This is an optimization exercise on Yosys and OpenROAD, whose aim is small area, not a production implementation. Only the layout flow was run in this run; the RTL was not checked for function there. No activity file was given, so power comes from the tool's default toggle rates.

**flow/constraint.sdc**
```tcl
create_clock -name core_clock -period 10.0 [get_ports {CLOCK_50}]
set_input_delay 2.0000 -clock core_clock [delete_from_list [all_inputs] [get_ports {CLOCK_50}]]
set_output_delay 2.0000 -clock core_clock [all_outputs]
set_load 0.01 [all_outputs]
```
**flow/run.sh**
```bash
#!/bin/bash
# synth_recipe.tcl (not shown) runs the flow's synth.tcl, then flattens the netlist and writes it again
# the make line also repeats each setting of config.mk as NAME=value (left out here)
make -C /OpenROAD-flow-scripts/flow DESIGN_CONFIG=/design/flow/config.mk WORK_HOME=/design/flow/orfs CLKGATE_MAP_FILE= SYNTH_SCRIPT=/design/flow/synth_recipe.tcl finish
```
**flow/config.mk**
```make
export PLATFORM = sky130hd
export DESIGN_NAME = DE2
export DESIGN_NICKNAME = DE2
export VERILOG_FILES = /design/flow/design.v
export SDC_FILE = /design/flow/constraint.sdc
export NUM_CORES = 4
export LEC_CHECK = 0
export CAP_MARGIN = 20
export CORE_MARGIN = 2
export CORE_UTILIZATION = 40
export SLEW_MARGIN = 20
```
**flow/design.v**
```verilog
module DE2(
	input CLOCK_50,
	input rst,
	output reg [6:0] HEX0,
	output reg [6:0] HEX1,
	output reg [6:0] HEX2,
	output reg [6:0] HEX3,
	output reg [6:0] HEX4,
	output reg [6:0] HEX5,
	output reg [6:0] HEX6,
	output reg [6:0] HEX7
);
function [6:0] digit_seg;
	input [3:0] d;
	case (d)
		4'd0: digit_seg = 7'b1000000;
		4'd1: digit_seg = 7'b1111001;
		4'd2: digit_seg = 7'b0100100;
		4'd3: digit_seg = 7'b0110000;
		4'd4: digit_seg = 7'b0011001;
		4'd5: digit_seg = 7'b0010010;
		4'd6: digit_seg = 7'b0000010;
		4'd7: digit_seg = 7'b1111000;
		4'd8: digit_seg = 7'b0000000;
		4'd9: digit_seg = 7'b0010000;
		default: digit_seg = 7'b1111111;
	endcase
endfunction
function [6:0] mirror_seg;
	input [3:0] d;
	case (d)
		4'd0: mirror_seg = 7'b1000000;
		4'd1: mirror_seg = 7'b1111001;
		4'd2: mirror_seg = 7'b0010010;
		4'd3: mirror_seg = 7'b0000110;
		4'd4: mirror_seg = 7'b0101001;
		4'd5: mirror_seg = 7'b0100100;
		4'd6: mirror_seg = 7'b0000100;
		4'd7: mirror_seg = 7'b1110001;
		4'd8: mirror_seg = 7'b0000000;
		4'd9: mirror_seg = 7'b0100000;
		default: mirror_seg = 7'b1111111;
	endcase
endfunction
function [3:0] num;
	input [2:0] k;
	case (k)
		3'd7: num = 4'd2;
		3'd6: num = 4'd2;
		3'd5: num = 4'd5;
		3'd4: num = 4'd2;
		3'd3: num = 4'd0;
		3'd2: num = 4'd4;
		3'd1: num = 4'd7;
		default: num = 4'd3;
	endcase
endfunction
localparam [31:0] numbers = 32'h22520473;
reg [11:0] clk_div;
always @(posedge CLOCK_50) begin
	if (rst)
		clk_div <= 12'd0;
	else
		clk_div <= clk_div + 1'b1;
end
wire tick_11 = (clk_div[11:0] == 12'h7ff);
wire tick_8  = (clk_div[8:0]  == 9'h0ff);
wire tick_7  = (clk_div[7:0]  == 8'h7f);
wire tick_6  = (clk_div[6:0]  == 7'h3f);
wire tick_4  = (clk_div[4:0]  == 5'h0f);
reg [3:0] effect;
always @(posedge CLOCK_50) begin
	if (rst)
		effect <= 4'd0;
	else if (tick_11)
		effect <= effect + 1'b1;
end
reg blink;
always @(posedge CLOCK_50) begin
	if (rst)
		blink <= 1'b0;
	else if (tick_7)
		blink <= ~blink;
end
reg flash;
always @(posedge CLOCK_50) begin
	if (rst)
		flash <= 1'b0;
	else if (tick_4)
		flash <= ~flash;
end
reg [3:0] left_right [0:7];
reg [3:0] shift_count;
integer i;
always @(posedge CLOCK_50) begin
	if (rst) begin
		shift_count <= 4'd0;
	end else if (tick_6) begin
		if (shift_count < 8) begin
			left_right[shift_count[2:0]] <= num(shift_count[2:0]);
			shift_count <= shift_count + 1'b1;
		end else begin
			for (i = 1; i < 8; i = i + 1) begin
				left_right[i-1] <= left_right[i];
			end
			left_right[7] <= num(shift_count[2:0] - 3'd1);
			shift_count <= shift_count + 1'b1;
		end
	end
end
reg [3:0] right_left [0:7];
reg [3:0] shift_count_rl;
always @(posedge CLOCK_50) begin
	if (rst) begin
		shift_count_rl <= 4'd0;
	end else if (tick_6) begin
		if (shift_count_rl < 8) begin
			right_left[3'd7 - shift_count_rl[2:0]] <= num(3'd7 - shift_count_rl[2:0]);
			shift_count_rl <= shift_count_rl + 1'b1;
		end else begin
			right_left[7] <= right_left[6];
			right_left[6] <= right_left[5];
			right_left[5] <= right_left[4];
			right_left[4] <= right_left[3];
			right_left[3] <= right_left[2];
			right_left[2] <= right_left[1];
			right_left[1] <= right_left[0];
			right_left[0] <= numbers[shift_count_rl[2:0] * 4 +: 4];
			shift_count_rl <= shift_count_rl + 1'b1;
		end
	end
end
reg toggle;
always @(posedge CLOCK_50) begin
	if (rst)
		toggle <= 1'b0;
	else if (tick_8)
		toggle <= ~toggle;
end
reg [3:0] display_stack;
always @(posedge CLOCK_50) begin
	if (rst)
		display_stack <= 4'd0;
	else if (tick_6) begin
		if (display_stack >= 10)
			display_stack <= 4'd0;
		else
			display_stack <= display_stack + 1'b1;
	end
end
reg [3:0] index;
reg direction;
always @(posedge CLOCK_50) begin
	if (rst) begin
		index <= 4'd0;
		direction <= 1'b0;
	end else if (tick_6) begin
		if (direction == 0) begin
			if (index < 8)
				index <= index + 1'b1;
			else
				direction <= 1'b1;
		end else begin
			if (index > 0)
				index <= index - 1'b1;
			else
				direction <= 1'b0;
		end
	end
end
reg [3:0] count_tetris;
always @(posedge CLOCK_50) begin
	if (rst)
		count_tetris <= 4'd0;
	else if (tick_6) begin
		if (count_tetris >= 5)
			count_tetris <= 4'd0;
		else
			count_tetris <= count_tetris + 1'b1;
	end
end
reg [3:0] start_countdown [0:7];
integer j;
reg all_zero;
always @(posedge CLOCK_50) begin
	if (rst) begin
		for (j = 0; j < 8; j = j + 1) begin
			start_countdown[j] <= 4'd8;
		end
	end else if (tick_7) begin
		all_zero = 1'b1;
		for (j = 0; j < 8; j = j + 1) begin
			if (start_countdown[j] > num(j[2:0])) begin
				start_countdown[j] <= start_countdown[j] - 1'b1;
				all_zero = 1'b0;
			end
		end
		if (all_zero) begin
			for (j = 0; j < 8; j = j + 1) begin
				start_countdown[j] <= 4'd8;
			end
		end
	end
end
always @(*) begin
	case (effect)
		4'b0000: begin 
			HEX0 = digit_seg(start_countdown[0]);
			HEX1 = digit_seg(start_countdown[1]);
			HEX2 = digit_seg(start_countdown[2]);
			HEX3 = digit_seg(start_countdown[3]);
			HEX4 = digit_seg(start_countdown[4]);
			HEX5 = digit_seg(start_countdown[5]);
			HEX6 = digit_seg(start_countdown[6]);
			HEX7 = digit_seg(start_countdown[7]);
		end
		4'b0001: begin
			HEX0 = digit_seg(left_right[0]);
			HEX1 = digit_seg(left_right[1]);
			HEX2 = digit_seg(left_right[2]);
			HEX3 = digit_seg(left_right[3]);
			HEX4 = digit_seg(left_right[4]);
			HEX5 = digit_seg(left_right[5]);
			HEX6 = digit_seg(left_right[6]);
			HEX7 = digit_seg(left_right[7]);
		end
		4'b0010: begin 
			HEX0 = (toggle) ? digit_seg(num(0)) : 7'b1111111;
			HEX1 = (!toggle) ? digit_seg(num(1)) : 7'b1111111;
			HEX2 = (toggle) ? digit_seg(num(2)) : 7'b1111111;
			HEX3 = (!toggle) ? digit_seg(num(3)) : 7'b1111111;
			HEX4 = (toggle) ? digit_seg(num(4)) : 7'b1111111;
			HEX5 = (!toggle) ? digit_seg(num(5)) : 7'b1111111;
			HEX6 = (toggle) ? digit_seg(num(6)) : 7'b1111111;
			HEX7 = (!toggle) ? digit_seg(num(7)) : 7'b1111111;
		end
		4'b0011: begin 
			HEX0 = (toggle) ? digit_seg(num(0)) : 7'b1111111;
			HEX1 = (toggle) ? digit_seg(num(1)) : 7'b1111111;
			HEX2 = (!toggle) ? digit_seg(num(2)) : 7'b1111111;
			HEX3 = (!toggle) ? digit_seg(num(3)) : 7'b1111111;
			HEX4 = (toggle) ? digit_seg(num(4)) : 7'b1111111;
			HEX5 = (toggle) ? digit_seg(num(5)) : 7'b1111111;
			HEX6 = (!toggle) ? digit_seg(num(6)) : 7'b1111111;
			HEX7 = (!toggle) ? digit_seg(num(7)) : 7'b1111111;
		end
		4'b0100: begin 
			HEX0 = (toggle) ? digit_seg(num(0)) : 7'b1111111;
			HEX1 = (!toggle) ? digit_seg(num(1)) : 7'b1111111;
			HEX2 = (!toggle) ? digit_seg(num(2)) : 7'b1111111;
			HEX3 = (toggle) ? digit_seg(num(3)) : 7'b1111111;
			HEX4 = (toggle) ? digit_seg(num(4)) : 7'b1111111;
			HEX5 = (!toggle) ? digit_seg(num(5)) : 7'b1111111;
			HEX6 = (!toggle) ? digit_seg(num(6)) : 7'b1111111;
			HEX7 = (toggle) ? digit_seg(num(7)) : 7'b1111111;
		end
		4'b0101: begin 
			HEX0 = 7'b1111111;
			HEX1 = 7'b1111111;
			HEX2 = 7'b1111111;
			HEX3 = 7'b1111111;
			HEX4 = 7'b1111111;
			HEX5 = 7'b1111111;
			HEX6 = 7'b1111111;
			HEX7 = 7'b1111111; 
			if(display_stack >=0) HEX0 = digit_seg(num(0));
			if(display_stack >=1) HEX1 = digit_seg(num(1));
			if(display_stack >=2) HEX2 = digit_seg(num(2));
			if(display_stack >=3) HEX3 = digit_seg(num(3));
			if(display_stack >=4) HEX4 = digit_seg(num(4));
			if(display_stack >=5) HEX5 = digit_seg(num(5));
			if(display_stack >=6) HEX6 = digit_seg(num(6));
			if(display_stack >=7) HEX7 = digit_seg(num(7));
		end
		4'b0110: begin
			HEX0 = 7'b1111111;
			HEX1 = 7'b1111111;
			HEX2 = 7'b1111111;
			HEX3 = 7'b1111111;
			HEX4 = 7'b1111111;
			HEX5 = 7'b1111111;
			HEX6 = 7'b1111111;
			HEX7 = 7'b1111111; 
			if(display_stack >=3) HEX0 = digit_seg(num(0));
			if(display_stack >=2) HEX1 = digit_seg(num(1));
			if(display_stack >=1) HEX2 = digit_seg(num(2));
			if(display_stack >=0) HEX3 = digit_seg(num(3));
			if(display_stack >=4) HEX4 = digit_seg(num(4));
			if(display_stack >=5) HEX5 = digit_seg(num(5));
			if(display_stack >=6) HEX6 = digit_seg(num(6));
			if(display_stack >=7) HEX7 = digit_seg(num(7));
		end
		4'b0111: begin
			if(flash) begin 
				HEX0 = digit_seg(num(0));
				HEX1 = digit_seg(num(1));
				HEX2 = digit_seg(num(2));
				HEX3 = digit_seg(num(3));
				HEX4 = digit_seg(num(4));
				HEX5 = digit_seg(num(5));
				HEX6 = digit_seg(num(6));
				HEX7 = digit_seg(num(7));
			end else begin 
				HEX0 = 7'b1111111;
				HEX1 = 7'b1111111;
				HEX2 = 7'b1111111;
				HEX3 = 7'b1111111;
				HEX4 = 7'b1111111;
				HEX5 = 7'b1111111;
				HEX6 = 7'b1111111;
				HEX7 = 7'b1111111;
			end
		end
		4'b1000: begin
			HEX0 = 7'b1111111;
			HEX1 = 7'b1111111;
			HEX2 = 7'b1111111;
			HEX3 = 7'b1111111;
			HEX4 = 7'b1111111;
			HEX5 = 7'b1111111;
			HEX6 = 7'b1111111;
			HEX7 = 7'b1111111;
			if (index >= 0) HEX0 = digit_seg(num(0));
			if (index >= 1) HEX1 = digit_seg(num(1));
			if (index >= 2) HEX2 = digit_seg(num(2));
			if (index >= 3) HEX3 = digit_seg(num(3));
			if (index >= 4) HEX4 = digit_seg(num(4));
			if (index >= 5) HEX5 = digit_seg(num(5));
			if (index >= 6) HEX6 = digit_seg(num(6));
			if (index >= 7) HEX7 = digit_seg(num(7));
		end
		4'b1001: begin
			HEX0 = 7'b1111111;
			HEX1 = 7'b1111111;
			HEX2 = 7'b1111111;
			HEX3 = 7'b1111111;
			HEX4 = 7'b1111111;
			HEX5 = 7'b1111111;
			HEX6 = 7'b1111111;
			HEX7 = 7'b1111111;
			if (index >= 0) HEX0 = digit_seg(num(0));
			if (index >= 1) HEX1 = digit_seg(num(1));
			if (index >= 2) HEX2 = digit_seg(num(2));
			if (index >= 3) HEX3 = digit_seg(num(3));
			if (index >= 3) HEX4 = digit_seg(num(4));
			if (index >= 2) HEX5 = digit_seg(num(5));
			if (index >= 1) HEX6 = digit_seg(num(6));
			if (index >= 0) HEX7 = digit_seg(num(7));
			if (index >= 7) HEX0 = 7'b1111111;
			if (index >= 6) HEX1 = 7'b1111111;
			if (index >= 5) HEX2 = 7'b1111111;
			if (index >= 4) HEX3 = 7'b1111111;
			if (index >= 4) HEX4 = 7'b1111111;
			if (index >= 5) HEX5 = 7'b1111111;
			if (index >= 6) HEX6 = 7'b1111111;
			if (index >= 7) HEX7 = 7'b1111111;
		end
		4'b1010: begin
			HEX0 = 7'b1111111;
			HEX1 = 7'b1111111;
			HEX2 = 7'b1111111;
			HEX3 = 7'b1111111;
			HEX4 = 7'b1111111;
			HEX5 = 7'b1111111;
			HEX6 = 7'b1111111;
			HEX7 = 7'b1111111;
			if(count_tetris>=0) begin 
				HEX0 = 7'b1110111; HEX1 = 7'b1111111; HEX2 = 7'b1111111; HEX3 = 7'b1110111;
				HEX4 = 7'b1110111; HEX5 = 7'b1110111; HEX6 = 7'b1110111; HEX7 = 7'b1110111;
			end
			if(count_tetris>=1) begin
				HEX0 = 7'b1110011; HEX1 = 7'b1111011; HEX2 = 7'b1111011; HEX3 = 7'b1100011;
				HEX4 = 7'b1100111; HEX5 = 7'b1110011; HEX6 = 7'b1100111; HEX7 = 7'b1100111;
			end
			if(count_tetris>=2) begin 
				HEX0 = 7'b0110011; HEX1 = 7'b1111011; HEX2 = 7'b0111011; HEX3 = 7'b1100011;
				HEX4 = 7'b0100111; HEX5 = 7'b0110011; HEX6 = 7'b0100111; HEX7 = 7'b0100111;
			end
			if(count_tetris>=3) begin 
				HEX0 = 7'b0110001; HEX1 = 7'b1111001; HEX2 = 7'b0011001; HEX3 = 7'b1000001;
				HEX4 = 7'b0100101; HEX5 = 7'b0010011; HEX6 = 7'b0100101; HEX7 = 7'b0100101;
			end
			if(count_tetris>=4) begin 
				HEX0 = 7'b0110000; HEX1 = 7'b1111000; HEX2 = 7'b0011001; HEX3 = 7'b1000000;
				HEX4 = 7'b0100100; HEX5 = 7'b0010010; HEX6 = 7'b0100100; HEX7 = 7'b0100100;
			end
		end
		4'b1011: begin 
			HEX0 = digit_seg(right_left[0]);
			HEX1 = digit_seg(right_left[1]);
			HEX2 = digit_seg(right_left[2]);
			HEX3 = digit_seg(right_left[3]);
			HEX4 = digit_seg(right_left[4]);
			HEX5 = digit_seg(right_left[5]);
			HEX6 = digit_seg(right_left[6]);
			HEX7 = digit_seg(right_left[7]);
		end
		4'b1100: begin
			if(blink) begin 
				HEX0 = digit_seg(num(0));
				HEX1 = digit_seg(num(1));
				HEX2 = digit_seg(num(2));
				HEX3 = digit_seg(num(3));
				HEX4 = digit_seg(num(4));
				HEX5 = digit_seg(num(5));
				HEX6 = digit_seg(num(6));
				HEX7 = digit_seg(num(7));
			end else begin 
				HEX0 = 7'b1111111;
				HEX1 = 7'b1111111;
				HEX2 = 7'b1111111;
				HEX3 = 7'b1111111;
				HEX4 = 7'b1111111;
				HEX5 = 7'b1111111;
				HEX6 = 7'b1111111;
				HEX7 = 7'b1111111;
			end
		end
		4'b1101: begin
			if(blink) begin
				HEX0 = mirror_seg(num(0));
				HEX1 = mirror_seg(num(1));
				HEX2 = mirror_seg(num(2));
				HEX3 = mirror_seg(num(3));
				HEX4 = mirror_seg(num(4));
				HEX5 = mirror_seg(num(5));
				HEX6 = mirror_seg(num(6));
				HEX7 = mirror_seg(num(7));
			end else begin 
				HEX0 = digit_seg(num(0));
				HEX1 = digit_seg(num(1));
				HEX2 = digit_seg(num(2));
				HEX3 = digit_seg(num(3));
				HEX4 = digit_seg(num(4));
				HEX5 = digit_seg(num(5));
				HEX6 = digit_seg(num(6));
				HEX7 = digit_seg(num(7));
			end
		end
		4'b1110: begin
			HEX0 = (toggle) ? digit_seg(num(0)) : 7'b1111111;
			HEX1 = (toggle) ? digit_seg(num(1)) : 7'b1111111;
			HEX2 = (toggle) ? digit_seg(num(2)) : 7'b1111111;
			HEX3 = (toggle) ? digit_seg(num(3)) : 7'b1111111;
			HEX4 = (!toggle) ? digit_seg(num(4)) : 7'b1111111;
			HEX5 = (!toggle) ? digit_seg(num(5)) : 7'b1111111;
			HEX6 = (!toggle) ? digit_seg(num(6)) : 7'b1111111;
			HEX7 = (!toggle) ? digit_seg(num(7)) : 7'b1111111;
		end
		default: begin
			HEX0 = digit_seg(num(0));
			HEX1 = digit_seg(num(1));
			HEX2 = digit_seg(num(2));
			HEX3 = digit_seg(num(3));
			HEX4 = digit_seg(num(4));
			HEX5 = digit_seg(num(5));
			HEX6 = digit_seg(num(6));
			HEX7 = digit_seg(num(7));
		end
	endcase
end
endmodule
```
==> impl_metrics.toml <==
[timing]
fin_skew_ns = 0.0119
slew_headroom_pct = 34.1
fmax_ghz = 0.160
setup_viol = 0
rsz0062_at_grt = "no"
fin_setup_tns_ns = 0
worst_pin_slew_ns = 0.985
finalHoldViolCount = 0
maxSlewViolCount = 0
fin_worst_hold_slack_ns = 0.440
fin_crit_sh_pct = 62.5
final.min_clock_period_ns = 6.25

[power]
clockPowerShare_pct = 47.4
p_sw_share_pct = 21.6
p_int_mw = 1.11
power.density_nw_per_um2 = 97.7
vdd_ir_drop_max_mv = 0.102
pwr-share-comb_pct = 0.8
seqPwrFrac_pct = 51.7
leakage_nw = 5.81
switching_power_mw = 0.304

[die]
die_x_um = 184
rows = 66
die-area_um2 = 34000
coreArea_um2 = 32300
ios = 58
fp.dieH_um = 184
start_util_pct = 40.3

[route]
initialDrtViolationCount = 1224
via_per_inst = 5.68
drc = 0
drtPass1Iterations = 9
wire_per_inst_um = 18.9
ant_nets = 0
route.vias.total = 11253
drt-total-wl_mm = 37.5

[place]
io_buffers = 57
place.gp.congestion = 0.915
dp_hpwl_mm = 28.0

[synth]
async_flop_share_pct = 0
ys_ff_latch = 176
synth_area_per_cell_um2 = 8.48
mappedNetlistArea_um2 = 13000
yosysSeqAreaShare_pct = 30.8
yosys_warnings = 2
syn_nets = 1705
ys_types = 90
synth_edf_count = 48
synth_cells = 1533
ys.flop_type = "dfxtp_1"

[cts]
hold_buffers = 0
root_buffer = "clkbuf_16"
cts_setup_buffers = 0
post_cts_resize_count = 0
cts.path.max_buffers = 2
clock_sinks = 176
cts.htree.levels = 4
cts_tree = "yes"
cts_made_buffers = 17
clock_latency_ns = 0.45
clkTransAtPathRegs_ns = 0.07

[global_routing]
grt_pass1_vias = 10542
grt_overflow_total = 0
antenna_found_initial = 0
grt_usage_pct = 22.5
grt_max_degree = 64
grt_first_pass_wirelength_mm = 59.0

[final_layout]
drive_gt1_share_pct = 5.91
finalNetCount = 1698
n_antenna_cell = 0
syn2layout_area_growth_pct = 10.9
layout_common_cells = "ha_1, nor2_1, dfxtp_1, inv_1, a21oi_1"
final_common_cell = "ha_1"
fillers = 3157

[setup_path]
critPathMaxFanout = 28
cp-start-kind = "flop"
worstSetupPathType = "flop to output pin"
arrival_ns = 4.25
required_ns = 8.00
end_kind = "output pin"

[job]
drv_cap = 0

[outcome]
status = "finished clean"

[hold_path]
min_path_type = "flop to flop"
-- power groups by stage --
stage | Clock (mW) | Sequential [mW] | Combinational [mW]
floorplan | 0 | 0.745 | 0.00893
global placement | 0 | 0.745 | 0.0116
detailed placement | 0 | 0.745 | 0.0117
CTS | 0.686 | 0.729 | 0.0117
global route | 0.714 | 0.729 | 0.0130
finish | 0.668 | 0.729 | 0.0116
-- layer usage --
metal | routed length (um) | GRT usage, % | vias up
met4 | 1310 | 9.44 | 0
met5 | 0 | 0 | -
met2 | 17100 | 35.6 | 271
li1 | - | - | 5518
met1 | 17200 | 30.3 | 5412
met3 | 1940 | 3.60 | 52
-- metrics by stage --
step	utilization, %	setup WS (ns)	total power, mW	instances	cell area [um^2]
finish	44.6	3.75	1.41	1981	14400
global route	44.6	3.53	1.46	1981	14400
CTS	44.6	3.77	1.43	1981	14400
detailed placement	42.9	4.26	0.757	1949	13800
global placement	42.9	4.38	0.757	1949	13800
floorplan	-	5.70	0.754	1533	13000
-- worst paths after layout --
check,cells after the start,startpoint,end,slack [ns]
worst max-delay path,7,effect[3],HEX0[2],3.75
worst min-delay path,1,clk_div[0],clk_div[0],0.44
worst max register to register,10,clk_div[0],flop,6.46
worst min register to register,1,clk_div[0],clk_div[0],0.44
-- critical path: stages (launching register included) --
cell             delay [ns]
dfxtp_1                0.90
nor2b_1                0.52
nand3_1                0.56
or2_2                  0.51
nor3_1                 0.19
a21oi_1                0.31
nand4_1                0.24
clkdlybuf4s50_1        0.56
-- cell type report --
class	count	area [um^2]	share of cell area, %
Timing Repair Buffer	71	673	4.67
Clock inverter	13	134	0.929
Multi-Input combinational cell	1131	8130	56.4
Sequential cell	176	4000	27.8
Clock buffer	19	443	3.07
Inverter	129	484	3.36
Tap cell	442	553	3.84
-- synthesized netlist by cell type, drive strengths merged, types with 8 or more instances --
master / count / area [um^2]
nand2b: 21 / 131
mux2i: 50 / 500
a32oi: 15 / 131
mux2: 11 / 124
and2: 9 / 56.3
nand4: 27 / 169
xor2: 8 / 70.1
a21boi: 12 / 90.1
nand2: 97 / 364
o31ai: 10 / 75.1
o22ai: 8 / 50.1
edfxtp: 48 / 1440
a21o: 11 / 82.6
inv: 128 / 480
a31o: 8 / 70.1
a21oi: 113 / 566
xnor2: 15 / 131
buf: 28 / 130
ha: 170 / 2130
clkbuf: 69 / 260
or2: 8 / 50.1
nand3: 40 / 205
nor3: 44 / 236
o211ai: 8 / 78.8
nor4: 13 / 87.6
o41ai: 8 / 77.6
a211oi: 8 / 60.1
and3: 10 / 62.6
nor2b: 12 / 75.1
a222oi: 24 / 240
o21a: 18 / 135
nor2: 140 / 528
o21bai: 10 / 75.1
nand3b: 11 / 82.6
dfxtp: 128 / 2560
or3: 11 / 68.8
a22oi: 12 / 90.1
a31oi: 31 / 200
o21ai: 63 / 319
-- cell families (layout without fill, tap and decap cells) --
| family | after synthesis | after routing | synth area share, % |
|---|---|---|---|
| mux | 61 | 61 | 4.80 |
| fa+ha+maj | 170 | 170 | 16.4 |
| buf+inv | 226 | 232 | 6.73 |
| compound gates | 413 | 413 | 22.0 |
| flops | 176 | 176 | 30.8 |
| simple gates | 464 | 464 | 17.7 |
| xor+xnor | 23 | 23 | 1.55 |

-- what the ideal ports hide --
The flow's constraints put no driver on any port. The routed layout listed below was extracted and timed again, unchanged, in two steps. Step 1 sets driving cells, clkbuf_16 on the clock port and buf_2 on the other inputs (assumed; they add their load-dependent delay and slew). Step 2 also shifts input and output timing later by t, the mid clock arrival at the registers, as if the neighbouring blocks saw the same clock. a / b / c = ideal / step 1 / step 2; a / b = the first two.
shift t [ns]: 0.488
setup slack, ns: 3.750 / 3.702 / 4.191
worst register clock-pin slew, ns: 0.07 / 0.07
worst data-port slew with drivers (ns): 0.03
cell pins on the clock port's net: 1
After both steps setup and hold are still met in this run. The setup slack of this run moves by -0.048 ns with the drivers and by +0.441 ns with both steps.
